This is an optimization exercise on Yosys and OpenROAD, whose aim is small area and a short achievable clock period, not a production implementation. Function was checked by simulation only, so behaviour that the tests miss may differ from the original. Power and IR drop assume default switching activity.

// new_alu
module new_alu(i_op, i_arg_A, i_arg_B, i_clk, i_reset, o_result, o_status, o_op_rdy, o_alu_error);
Size in the first run: about 3800 µm² of cells after synthesis.
Settings: LEC_CHECK=0, ABC_AREA=1, CAP_MARGIN=20, CORE_MARGIN=2, CORE_UTILIZATION=70, CTS_BUF_LIST=sky130_fd_sc_hd__clkbuf_4, PLACE_DENSITY=0.85, SLEW_MARGIN=20; clock period 18.0 ns.
standard.sh (not shown) runs the stock make flow with config.mk's settings and CLKGATE_MAP_FILE= SYNTH_SCRIPT=/design/flow/synth_recipe.tcl, a recipe that flattens the netlist after the stock synthesis.
==> flow/flow/run.sh <==
#!/bin/bash
# The standard layout (standard.sh), with two changes:
# - Yosys's full/half-adder cell extraction is off (ADDER_MAP_FILE empty), so
#   that ABC maps the adders' logic together with the rest of the logic;
# - the port buffers are sky130_fd_sc_hd__buf_2 cells (BUFFER_PORTS_ARGS).
set -euo pipefail
bash standard.sh ADDER_MAP_FILE= "BUFFER_PORTS_ARGS=-buffer_cell sky130_fd_sc_hd__buf_2" finish > standard.log 2>&1
The first run finished clean.
Rerun with:
--- a/flow/config.mk
+++ b/flow/config.mk
@@ -11,2 +11 @@
-export CORE_UTILIZATION = 70
-export CTS_BUF_LIST = sky130_fd_sc_hd__clkbuf_4
+export CORE_UTILIZATION = 60
=> The new run passed the timing, design-rule and antenna checks. Power rose by 3.4%. Hold slack improved by 41 ps. Fmax fell by 4.2%. Design area rose by 0.59%. First-iteration DRC count rose by 4.9%. Flip-flop and latch count does not change. Cell count rose by 0.84%. Clock power rose by 32%. Die area rose by 16%.
Rerun with:
--- a/flow/config.mk
+++ b/flow/config.mk
@@ -11 +11,2 @@
-export CORE_UTILIZATION = 60
+export CORE_UTILIZATION = 70
+export CTS_BUF_LIST = sky130_fd_sc_hd__clkbuf_2
Flip-flop and latch count is unchanged.
Total power goes down by 5.5%.
Global-route usage goes up by 3.3 points.
Wire length goes down by 5.8%.
Rerun with:
==> flow/flow/run.sh (replaced) <==
#!/bin/bash
# The standard layout (standard.sh), with two changes:
# - Yosys's full/half-adder cell extraction is off (ADDER_MAP_FILE empty), so
#   that ABC maps the adders' logic together with the rest of the logic;
# - the port buffers are sky130_fd_sc_hd__buf_1 cells (BUFFER_PORTS_ARGS).
set -euo pipefail
bash standard.sh ADDER_MAP_FILE= "BUFFER_PORTS_ARGS=-buffer_cell sky130_fd_sc_hd__buf_1" finish > standard.log 2>&1
--- a/flow/config.mk
+++ b/flow/config.mk
@@ -12 +11,0 @@
-export CTS_BUF_LIST = sky130_fd_sc_hd__clkbuf_2
What happened: The changed run passed the timing, design-rule and antenna checks. Final cell count is about the same. Core utilization goes down by 0.19 points. Synthesized cell count is unchanged.


Another version of the RTL of new_alu (not shown whole).
Size: roughly 820 cells after synthesis, about 12 flip-flops, ~36 I/O pins.
==> flow/design.v (excerpt) <==
module new_alu(i_op, i_arg_A, i_arg_B, i_clk, i_reset, o_result, o_status, o_op_rdy, o_alu_error);
clock: 18.0 ns
lec_check: 0
abc_area: 1
cap_margin: 20
core_margin: 2
core_utilization: 70
slew_margin: 20
==> flow/flow/run.sh <==
#!/bin/bash
# The standard layout (standard.sh), with these changes:
# - Yosys's full/half-adder cell extraction off (ADDER_MAP_FILE empty), so that
#   ABC maps the adders' logic together with the rest;
# - the port buffers are sky130_fd_sc_hd__buf_2 cells;
# - repair_timing aims at 0 ns of setup slack (SETUP_SLACK_MARGIN).
set -euo pipefail
bash standard.sh ADDER_MAP_FILE= "BUFFER_PORTS_ARGS=-buffer_cell sky130_fd_sc_hd__buf_2" SETUP_SLACK_MARGIN=0 finish > standard.log 2>&1
The starting point finished with timing, DRC and antenna clean.
==> next run, changes <==
==> flow/flow/run.sh (replaced) <==
#!/bin/bash
# The standard layout (standard.sh), with these changes:
# - Yosys's full/half-adder cell extraction off (ADDER_MAP_FILE empty), so that
#   ABC maps the adders' logic together with the rest;
# - the port buffers are sky130_fd_sc_hd__buf_2 cells;
# - repair_timing aims at 9 ns of setup slack (SETUP_SLACK_MARGIN).
set -euo pipefail
bash standard.sh ADDER_MAP_FILE= "BUFFER_PORTS_ARGS=-buffer_cell sky130_fd_sc_hd__buf_2" SETUP_SLACK_MARGIN=9 finish > standard.log 2>&1
Maximum frequency hardly moves.
Final area increases by 13%.
Total power increases by 13%.
Setup slack loses 4.3 ps.
Synthesized area stays the same.
Routed wire length increases by 19%.

-- port drivers added, routing unchanged --
In the flow no input, the clock included, has a driving cell. The finished layouts below were timed again as built, in two steps.
Step 1 sets driving cells, clkbuf_16 on the clock port and buf_2 on the other inputs (assumed; they add their load-dependent delay and slew).
Step 2 moves the port delays by t, midway between the first and last clock arrival at a register: inputs arrive t later, outputs are due t later. That takes back most of the time a late clock gives input paths.
Slacks: ideal ports / drivers / drivers and shift; pairs: ideal ports / drivers.
run | t, ns | setup slack, ns | worst slew at a driven data input, ns
the first run of note 1 | 0.280 | 10.250 / 10.245 / 9.965 | 0.03
the second run of note 1 | 0.252 | 9.912 / 9.896 / 9.644 | 0.04
the third run of note 1 | 0.268 | 10.228 / 10.223 / 9.955 | 0.03
the fourth run of note 1 | 0.267 | 9.980 / 9.975 / 9.708 | 0.03
the first run of note 2 | 0.260 | 8.899 / 8.898 / 8.638 | 0.03
the second run of note 2 | 0.266 | 8.894 / 8.893 / 8.627 | 0.03
After both steps every run listed still meets setup and hold. For the first run of note 1, which loses most, drivers alone change the setup slack by -0.005 ns; drivers and shift together by -0.285 ns.
